Context: an optimization exercise on an open-source flow, tuned for small area, a short achievable clock period and few clock cycles. The choices shown serve that exercise and are no tape-out recipe.
At most, simulation tests tie the RTL to the original design; equivalence was not proved.

Setup of main:
==> module EC_2, before the edit <==
module EC_2(
    input  logic       Enter,
    input  logic       Clk,
    input  logic       Reset,
    input  logic [7:0] Data_input,
    input  logic       Load_en,
    input  logic [4:0] Load_addr,
    input  logic [7:0] Load_data,
    output logic       Halt,
    output logic       In_wait,
    output logic [7:0] Data_output
    );
    localparam logic [2:0] OP_LOAD  = 3'd0;
    localparam logic [2:0] OP_STORE = 3'd1;
    localparam logic [2:0] OP_ADD   = 3'd2;
    localparam logic [2:0] OP_SUB   = 3'd3;
    localparam logic [2:0] OP_IN    = 3'd4;
    localparam logic [2:0] OP_JZ    = 3'd5;
    localparam logic [2:0] OP_JPOS  = 3'd6;
    localparam logic [2:0] OP_HALT  = 3'd7;
    logic [7:0] mem [0:31];
    logic [4:0] pc;       
    logic [7:0] ir_d;     
    logic       vd;       
    logic [4:0] ir_e;     
    logic       e_ld, e_st, e_add, e_sub;
    logic [7:0] opnd;     
    logic       tk;       
    logic [7:0] a;
    logic       halt_r;   
    logic       inw;      
    wire stall = halt_r | (inw & ~Enter);
    wire       nx_valid = tk | vd;
    wire [7:0] nx_word  = tk ? opnd : ir_d;
    wire [2:0] nx_op    = nx_word[7:5];
    wire [4:0] ra       = nx_word[4:0];
    wire [7:0] bx    = opnd ^ {8{e_sub}};
    wire [7:0] g0    = a & bx;
    wire [7:0] p0    = a ^ bx;
    wire [7:0] gk = {g0[7:1], g0[0] | (p0[0] & e_sub)};
    wire [7:0] pk = {p0[7:1], 1'b0};
    wire [7:0] g1 = gk | (pk & {gk[6:0], 1'b0});
    wire [7:0] p1 = pk & {pk[6:0], 1'b0};
    wire [7:0] g2 = g1 | (p1 & {g1[5:0], 2'b0});
    wire [7:0] p2 = p1 & {p1[5:0], 2'b0};
    wire [7:0] g3 = g2 | (p2 & {g2[3:0], 4'b0});
    wire [7:0] carry = {g3[6:0], e_sub};
    wire [7:0] sum   = p0 ^ carry;
    wire [7:0] ab_x     = a ^ opnd;
    wire       add_zero = (ab_x == {a[6:0] | opnd[6:0], 1'b0});
    wire       sub_zero = (ab_x == 8'd0);
    wire e_keep = ~(e_ld | e_add | e_sub | inw);
    wire [7:0] a_nx = ({8{e_ld}}          & opnd) |
                      ({8{e_add | e_sub}} & sum) |
                      ({8{inw}}           & Data_input) |
                      ({8{e_keep}}        & a);
    wire z_nx = (e_ld  & (opnd == 8'd0)) |
                (e_add & add_zero) |
                (e_sub & sub_zero) |
                (inw   & (Data_input == 8'd0)) |
                (e_keep & (a == 8'd0));
    logic [7:0] rd_op, rd_f;
    always_comb begin
        rd_op = 8'd0;
        rd_f  = 8'd0;
        for (int i = 0; i < 32; i++) begin
            rd_op = rd_op | (mem[i] & {8{ra == 5'(i)}});
            rd_f  = rd_f  | (mem[i] & {8{pc == 5'(i)}});
        end
    end
    wire [7:0] op_nx = (e_st && ir_e == ra) ? a : rd_op;
    wire       nx_store = nx_valid & (nx_op == OP_STORE);
    wire       refetch  = nx_store & (ra == pc);
    wire [7:0] f_nx = (e_st && ir_e == pc) ? a : rd_f;
    wire tk_nx = nx_valid & (((nx_op == OP_JZ) & z_nx) |
                             ((nx_op == OP_JPOS) & ~a_nx[7]));
    wire [4:0] ra_p1 = {ra[4] ^ (&ra[3:0]), ra[3] ^ (&ra[2:0]), ra[2] ^ (&ra[1:0]), ra[1] ^ ra[0], ~ra[0]};
    wire [4:0] pc_p1 = {pc[4] ^ (&pc[3:0]), pc[3] ^ (&pc[2:0]), pc[2] ^ (&pc[1:0]), pc[1] ^ pc[0], ~pc[0]};
    wire [4:0] pc_nx = tk_nx ? ra_p1 : refetch ? pc : pc_p1;
    always_ff @(posedge Clk or posedge Reset) begin
        if (Reset) begin
            pc     <= 5'd0;
            vd     <= 1'b0;
            a      <= 8'd0;
            e_ld   <= 1'b0;
            e_st   <= 1'b0;
            e_add  <= 1'b0;
            e_sub  <= 1'b0;
            tk     <= 1'b0;
            halt_r <= 1'b0;
            inw    <= 1'b0;
        end else if (!stall) begin
            pc     <= pc_nx;
            vd     <= ~refetch;
            a      <= a_nx;
            e_ld   <= nx_valid & (nx_op == OP_LOAD);
            e_st   <= nx_store;
            e_add  <= nx_valid & (nx_op == OP_ADD);
            e_sub  <= nx_valid & (nx_op == OP_SUB);
            tk     <= tk_nx;
            halt_r <= nx_valid & (nx_op == OP_HALT);
            inw    <= nx_valid & (nx_op == OP_IN);
        end
    end
    always_ff @(posedge Clk) begin
        if (!stall)
            ir_d <= f_nx;
    end
    always_ff @(posedge Clk) begin
        ir_e <= ra;
        opnd <= op_nx;
    end
    always_ff @(posedge Clk) begin
        if (Load_en)
            mem[Load_addr] <= Load_data;
        else if (e_st)
            mem[ir_e] <= a;
    end
    assign Halt        = halt_r;
    assign In_wait     = inw;
    assign Data_output = a;
endmodule
==> flow/config.mk <==
export PLATFORM = sky130hd
export DESIGN_NAME = EC_2
export DESIGN_NICKNAME = EC_2
export VERILOG_FILES = /design/flow/design.v
export SDC_FILE = /design/flow/constraint.sdc
export NUM_CORES = 4
export LEC_CHECK = 0
export CAP_MARGIN = 20
export CORE_MARGIN = 2
export CORE_UTILIZATION = 45
export SETUP_SLACK_MARGIN = 5
export SLEW_MARGIN = 20
export TNS_END_PERCENT = 100
==> flow/constraint.sdc <==
create_clock -name core_clock -period 8.0 [get_ports {Clk}]
set_input_delay 1.6000 -clock core_clock [delete_from_list [all_inputs] [get_ports {Clk}]]
set_output_delay 1.6000 -clock core_clock [all_outputs]
set_load 0.01 [all_outputs]
standard.sh (not shown) runs the stock make flow with config.mk's settings and CLKGATE_MAP_FILE= SYNTH_SCRIPT=/design/flow/synth_recipe.tcl, a recipe that flattens the netlist after the stock synthesis.
==> flow/flow/run.sh <==
#!/bin/bash
# Own layout flow: the standard flow (standard.sh) with three changes.
#  - sky130_fd_sc_hd__a222oi_1 is added to the platform's don't-use cells.
#    It has no stronger size, and as the last gate of a memory read it drives
#    a long wire slowly, which the resizer cannot fix.
#  - Ports are buffered with buf_4 rather than the default choice (a slow
#    clkdlybuf4s50_1 on the outputs).
#  - Clock tree synthesis runs with the usual arguments plus
#    -dont_use_dummy_load, so it adds no dummy load cells to the clock tree,
#    and with larger sink clusters (30 sinks, 80 um) on the default buffers.
# Everything else, including the synthesis script, is the standard flow.
# Each ORFS step logs to orfs/logs/...; make's own output goes to
# flow_make.log here.
set -euo pipefail
PLATFORM_DONT_USE="sky130_fd_sc_hd__probe_p_8 sky130_fd_sc_hd__probec_p_8 sky130_fd_sc_hd__lpflow_bleeder_1 sky130_fd_sc_hd__lpflow_clkbufkapwr_1 sky130_fd_sc_hd__lpflow_clkbufkapwr_16 sky130_fd_sc_hd__lpflow_clkbufkapwr_2 sky130_fd_sc_hd__lpflow_clkbufkapwr_4 sky130_fd_sc_hd__lpflow_clkbufkapwr_8 sky130_fd_sc_hd__lpflow_clkinvkapwr_1 sky130_fd_sc_hd__lpflow_clkinvkapwr_16 sky130_fd_sc_hd__lpflow_clkinvkapwr_2 sky130_fd_sc_hd__lpflow_clkinvkapwr_4 sky130_fd_sc_hd__lpflow_clkinvkapwr_8 sky130_fd_sc_hd__lpflow_decapkapwr_12 sky130_fd_sc_hd__lpflow_decapkapwr_3 sky130_fd_sc_hd__lpflow_decapkapwr_4 sky130_fd_sc_hd__lpflow_decapkapwr_6 sky130_fd_sc_hd__lpflow_decapkapwr_8 sky130_fd_sc_hd__lpflow_inputiso0n_1 sky130_fd_sc_hd__lpflow_inputiso0p_1 sky130_fd_sc_hd__lpflow_inputiso1n_1 sky130_fd_sc_hd__lpflow_inputiso1p_1 sky130_fd_sc_hd__lpflow_inputisolatch_1 sky130_fd_sc_hd__lpflow_isobufsrc_1 sky130_fd_sc_hd__lpflow_isobufsrc_16 sky130_fd_sc_hd__lpflow_isobufsrc_2 sky130_fd_sc_hd__lpflow_isobufsrc_4 sky130_fd_sc_hd__lpflow_isobufsrc_8 sky130_fd_sc_hd__lpflow_isobufsrckapwr_16 sky130_fd_sc_hd__lpflow_lsbuf_lh_hl_isowell_tap_1 sky130_fd_sc_hd__lpflow_lsbuf_lh_hl_isowell_tap_2 sky130_fd_sc_hd__lpflow_lsbuf_lh_hl_isowell_tap_4 sky130_fd_sc_hd__lpflow_lsbuf_lh_isowell_4 sky130_fd_sc_hd__lpflow_lsbuf_lh_isowell_tap_1 sky130_fd_sc_hd__lpflow_lsbuf_lh_isowell_tap_2 sky130_fd_sc_hd__lpflow_lsbuf_lh_isowell_tap_4 "
bash standard.sh finish \
  DONT_USE_CELLS="$PLATFORM_DONT_USE sky130_fd_sc_hd__a222oi_1" \
  BUFFER_PORTS_ARGS="-buffer_cell sky130_fd_sc_hd__buf_4" \
  CTS_ARGS="-sink_clustering_enable -repair_clock_nets -dont_use_dummy_load -sink_clustering_size 30 -sink_clustering_max_diameter 80" \
  > flow_make.log 2>&1
diff inputs: main => the feature branch
--- a/flow/design.v
+++ b/flow/design.v
@@ -110,9 +110,17 @@
         ir_e <= ra;
         opnd <= op_nx;
     end
+    logic       ld_en;
+    logic [4:0] ld_addr;
+    logic [7:0] ld_data;
     always_ff @(posedge Clk) begin
-        if (Load_en)
-            mem[Load_addr] <= Load_data;
+        ld_en   <= Load_en;
+        ld_addr <= Load_addr;
+        ld_data <= Load_data;
+    end
+    always_ff @(posedge Clk) begin
+        if (ld_en)
+            mem[ld_addr] <= ld_data;
         else if (e_st)
             mem[ir_e] <= a;
     end
## What came out
[compare] base=main new=the feature branch: cell area decreased by 66 µm² relative to the old numbers; diode insertion count for antenna repair lost 1; worst hold slack dropped 0.0055 ns; die boundary width now larger. Between the feature branch and main, clock-buffer cell count is higher for the feature branch, main comes in under that. Taking main as 1.0, the feature branch lands at 4.5 on net switching power. Compared with main, the feature branch shows a higher count of non-filler cells in the finished layout. Share of final layout cell area taken by clock buffers and inverters, the feature branch and main, higher one = the feature branch. The run showing the greater routed length on met1 is the feature branch. Comparing the feature branch against main, there is no change at all in top-level port count. The feature branch vs main, cell type of the slowest stage on the worst timing path: sky130_fd_sc_hd__dfrtp_1 vs sky130_fd_sc_hd__dfrtp_4. main -> the feature branch: detailed-route wire length decreased slightly. Looking at count of non-CTS buffers in the layout, the feature branch sits about 1% below main.
Testbench counts of the feature branch, summed over its fixed seeds: cycles 43,846.
For main, only the layout was checked, not whether the RTL still works.

---

== job 3763 ==
EC_2, a different RTL version from the one above (not shown whole).
Size: roughly 320 flip-flops, roughly 15000 um^2 of cells after synthesis.
==> module EC_2, before the edit <==
module EC_2(
    input  logic       Enter,
    input  logic       Clk,
    input  logic       Reset,
    input  logic [7:0] Data_input,
    input  logic       Load_en,
    input  logic [4:0] Load_addr,
    input  logic [7:0] Load_data,
    output logic       Halt,
    output logic       In_wait,
    output logic [7:0] Data_output
    );
    localparam logic [2:0] OP_LOAD  = 3'd0;
    localparam logic [2:0] OP_STORE = 3'd1;
    localparam logic [2:0] OP_ADD   = 3'd2;
    localparam logic [2:0] OP_SUB   = 3'd3;
    localparam logic [2:0] OP_IN    = 3'd4;
    localparam logic [2:0] OP_JZ    = 3'd5;
    localparam logic [2:0] OP_JPOS  = 3'd6;
    localparam logic [2:0] OP_HALT  = 3'd7;
    logic [7:0] mem [0:31];
    logic [4:0] pc;       
    logic [7:0] ir_d;     
    logic       vd;       
    logic [4:0] ir_e;     
    logic       e_ld, e_st, e_add, e_sub;
    logic [7:0] opnd;     
    logic       tk;       
    logic [7:0] a;
    logic       halt_r;   
    logic       inw;      
    wire stall = halt_r | (inw & ~Enter);
    wire       nx_valid = tk | vd;
    wire [7:0] nx_word  = tk ? opnd : ir_d;
    wire [2:0] nx_op    = nx_word[7:5];
    wire [4:0] ra       = nx_word[4:0];
    wire [7:0] bx    = opnd ^ {8{e_sub}};
    wire [7:0] g0    = a & bx;
    wire [7:0] p0    = a ^ bx;
    wire [7:0] gk = {g0[7:1], g0[0] | (p0[0] & e_sub)};
    wire [7:0] pk = {p0[7:1], 1'b0};
    wire [7:0] g1 = gk | (pk & {gk[6:0], 1'b0});
    wire [7:0] p1 = pk & {pk[6:0], 1'b0};
    wire [7:0] g2 = g1 | (p1 & {g1[5:0], 2'b0});
    wire [7:0] p2 = p1 & {p1[5:0], 2'b0};
    wire [7:0] g3 = g2 | (p2 & {g2[3:0], 4'b0});
    wire [7:0] carry = {g3[6:0], e_sub};
    wire [7:0] sum   = p0 ^ carry;
    wire [7:0] ab_x     = a ^ opnd;
    wire       add_zero = (ab_x == {a[6:0] | opnd[6:0], 1'b0});
    wire       sub_zero = (ab_x == 8'd0);
    wire e_keep = ~(e_ld | e_add | e_sub | inw);
    wire [7:0] a_nx = ({8{e_ld}}          & opnd) |
                      ({8{e_add | e_sub}} & sum) |
                      ({8{inw}}           & Data_input) |
                      ({8{e_keep}}        & a);
    wire z_nx = (e_ld  & (opnd == 8'd0)) |
                (e_add & add_zero) |
                (e_sub & sub_zero) |
                (inw   & (Data_input == 8'd0)) |
                (e_keep & (a == 8'd0));
    logic [7:0] rd_op, rd_f;
    always_comb begin
        rd_op = 8'd0;
        rd_f  = 8'd0;
        for (int i = 0; i < 32; i++) begin
            rd_op = rd_op | (mem[i] & {8{ra == 5'(i)}});
            rd_f  = rd_f  | (mem[i] & {8{pc == 5'(i)}});
        end
    end
    wire [7:0] op_nx = (e_st && ir_e == ra) ? a : rd_op;
    wire       nx_store = nx_valid & (nx_op == OP_STORE);
    wire       refetch  = nx_store & (ra == pc);
    wire [7:0] f_nx = (e_st && ir_e == pc) ? a : rd_f;
    wire tk_nx = nx_valid & (((nx_op == OP_JZ) & z_nx) |
                             ((nx_op == OP_JPOS) & ~a_nx[7]));
    wire [4:0] ra_p1 = {ra[4] ^ (&ra[3:0]), ra[3] ^ (&ra[2:0]), ra[2] ^ (&ra[1:0]), ra[1] ^ ra[0], ~ra[0]};
    wire [4:0] pc_p1 = {pc[4] ^ (&pc[3:0]), pc[3] ^ (&pc[2:0]), pc[2] ^ (&pc[1:0]), pc[1] ^ pc[0], ~pc[0]};
    wire [4:0] pc_nx = tk_nx ? ra_p1 : refetch ? pc : pc_p1;
    always_ff @(posedge Clk or posedge Reset) begin
        if (Reset) begin
            pc     <= 5'd0;
            vd     <= 1'b0;
            a      <= 8'd0;
            e_ld   <= 1'b0;
            e_st   <= 1'b0;
            e_add  <= 1'b0;
            e_sub  <= 1'b0;
            tk     <= 1'b0;
            halt_r <= 1'b0;
            inw    <= 1'b0;
        end else if (!stall) begin
            pc     <= pc_nx;
            vd     <= ~refetch;
            a      <= a_nx;
            e_ld   <= nx_valid & (nx_op == OP_LOAD);
            e_st   <= nx_store;
            e_add  <= nx_valid & (nx_op == OP_ADD);
            e_sub  <= nx_valid & (nx_op == OP_SUB);
            tk     <= tk_nx;
            halt_r <= nx_valid & (nx_op == OP_HALT);
            inw    <= nx_valid & (nx_op == OP_IN);
        end
    end
    always_ff @(posedge Clk) begin
        if (!stall)
            ir_d <= f_nx;
    end
    always_ff @(posedge Clk) begin
        ir_e <= ra;
        opnd <= op_nx;
    end
    logic       ld_en;
    logic [4:0] ld_addr;
    logic [7:0] ld_data;
    always_ff @(posedge Clk) begin
        ld_en   <= Load_en;
        ld_addr <= Load_addr;
        ld_data <= Load_data;
    end
    always_ff @(posedge Clk) begin
        if (ld_en)
            mem[ld_addr] <= ld_data;
        else if (e_st)
            mem[ir_e] <= a;
    end
    logic [7:0] a_out;
    always_ff @(posedge Clk or posedge Reset) begin
        if (Reset)
            a_out <= 8'd0;
        else if (!stall && !e_keep)
            a_out <= a_nx;
    end
    assign Halt        = halt_r;
    assign In_wait     = inw;
    assign Data_output = a_out;
endmodule
clock: 8.0 ns
lec_check: 0
cap_margin: 20
core_margin: 2
core_utilization: 45
setup_slack_margin: 5
slew_margin: 20
tns_end_percent: 100
Scripts as last shown in full above: flow/flow/run.sh
Job 3763 went all the way through the flow, and no timing, DRC or antenna check failed.
Here is what was changed in the inputs of job 5810 compared with job 3763.
--- a/flow/design.v
+++ b/flow/design.v
@@ -21,4 +21,6 @@
     logic [7:0] mem [0:31];
     logic [4:0] pc;       
+    logic [3:0] pc_lo;    
+    logic [7:0] pc_hi;    
     logic [7:0] ir_d;     
     logic       vd;       
@@ -66,5 +68,5 @@
         for (int i = 0; i < 32; i++) begin
             rd_op = rd_op | (mem[i] & {8{ra == 5'(i)}});
-            rd_f  = rd_f  | (mem[i] & {8{pc == 5'(i)}});
+            rd_f  = rd_f  | (mem[i] & {8{pc_lo[i % 4] & pc_hi[i / 4]}});
         end
     end
@@ -75,10 +77,23 @@
     wire tk_nx = nx_valid & (((nx_op == OP_JZ) & z_nx) |
                              ((nx_op == OP_JPOS) & ~a_nx[7]));
-    wire [4:0] ra_p1 = {ra[4] ^ (&ra[3:0]), ra[3] ^ (&ra[2:0]), ra[2] ^ (&ra[1:0]), ra[1] ^ ra[0], ~ra[0]};
+    function automatic logic [4:0] inc5(input logic [4:0] x);
+        inc5 = {x[4] ^ (&x[3:0]), x[3] ^ (&x[2:0]), x[2] ^ (&x[1:0]), x[1] ^ x[0], ~x[0]};
+    endfunction
+    wire [4:0] ird_p1 = inc5(ir_d[4:0]);
+    wire [4:0] opn_p1 = inc5(opnd[4:0]);
+    wire [4:0] ra_p1  = tk ? opn_p1 : ird_p1;
+    wire [3:0] ra_p1_lo = tk ? 4'(1) << opn_p1[1:0] : 4'(1) << ird_p1[1:0];
+    wire [7:0] ra_p1_hi = tk ? 8'(1) << opn_p1[4:2] : 8'(1) << ird_p1[4:2];
     wire [4:0] pc_p1 = {pc[4] ^ (&pc[3:0]), pc[3] ^ (&pc[2:0]), pc[2] ^ (&pc[1:0]), pc[1] ^ pc[0], ~pc[0]};
     wire [4:0] pc_nx = tk_nx ? ra_p1 : refetch ? pc : pc_p1;
+    wire [3:0] pc_lo_nx = tk_nx   ? ra_p1_lo :
+                          refetch ? pc_lo : {pc_lo[2:0], pc_lo[3]};
+    wire [7:0] pc_hi_nx = tk_nx   ? ra_p1_hi :
+                          (refetch || !pc_lo[3]) ? pc_hi : {pc_hi[6:0], pc_hi[7]};
     always_ff @(posedge Clk or posedge Reset) begin
         if (Reset) begin
             pc     <= 5'd0;
+            pc_lo  <= 4'd1;
+            pc_hi  <= 8'd1;
             vd     <= 1'b0;
             a      <= 8'd0;
@@ -92,4 +107,6 @@
         end else if (!stall) begin
             pc     <= pc_nx;
+            pc_lo  <= pc_lo_nx;
+            pc_hi  <= pc_hi_nx;
             vd     <= ~refetch;
             a      <= a_nx;
@@ -125,13 +142,6 @@
             mem[ir_e] <= a;
     end
-    logic [7:0] a_out;
-    always_ff @(posedge Clk or posedge Reset) begin
-        if (Reset)
-            a_out <= 8'd0;
-        else if (!stall && !e_keep)
-            a_out <= a_nx;
-    end
     assign Halt        = halt_r;
     assign In_wait     = inw;
-    assign Data_output = a_out;
+    assign Data_output = a;
 endmodule
==> run notes <==
Via count grows by a few percent when moving from job 3763 to job 5810.
Note that the buffer count excluding the clock tree in the final layout recorded for job 3763 amounts to 0.909 times the value seen in job 5810.
Compared with job 3763, in job 5810 fill cell instance count of the final layout went up by about 2.2%; utilization dropped 0.56 points; detailed-router iteration count before antenna repair lower; share of the cycle needed by the critical path after routing -1.0 points.
Of job 3763 and job 5810, job 3763 shows the higher ratio of cells with drive above 1 in the final layout, with job 5810 below it.
The worst setup slack number comes out higher for job 5810 vs job 3763.
Post-synthesis share of cell area spent on and, or, nand and nor gates in job 5810 is 0.50 points below job 3763.
Job 5810 carries more flip-flops than job 3763.
The final reports for job 5810 and job 3763 show highest net fanout along the worst path higher in the former.
Compared to job 3763, job 5810 has area added between synthesis and finish 0.69 points lower.
No functional check of the RTL was part of any run of this note.

-- re-timing with driven ports --
In the flow no input, the clock included, has a driving cell. The finished layouts below were timed again as built, in two steps.
Step 1 sets driving cells, clkbuf_16 on the clock port and buf_2 on the other inputs (assumed; they add their load-dependent delay and slew).
Step 2 moves the port delays by t, midway between the first and last clock arrival at a register: inputs arrive t later, outputs are due t later. That takes back most of the time a late clock gives input paths.
a / b / c = ideal / step 1 / step 2; a / b = the first two.
run	t, ns	setup WS [ns]	worst setup path at the end	latest minus earliest clock arrival (ns)	worst slew at a driven data input, ns
main	0.584	4.866 / 4.866 / 4.499	input to register	0.056 / 0.056	0.05
the feature branch	0.583	4.970 / 4.970 / 4.663	input to register	0.060 / 0.059	0.05
job 3763	0.574	4.895 / 4.895 / 4.776	input to register	0.048 / 0.047	0.06
job 5810	0.579	4.979 / 4.979 / 4.450	input to register	0.111 / 0.110	0.05
After both steps setup and hold are still met in every run listed. The setup slack of job 5810, which loses most, moves by 0.000 ns with the drivers and by -0.529 ns with both steps.
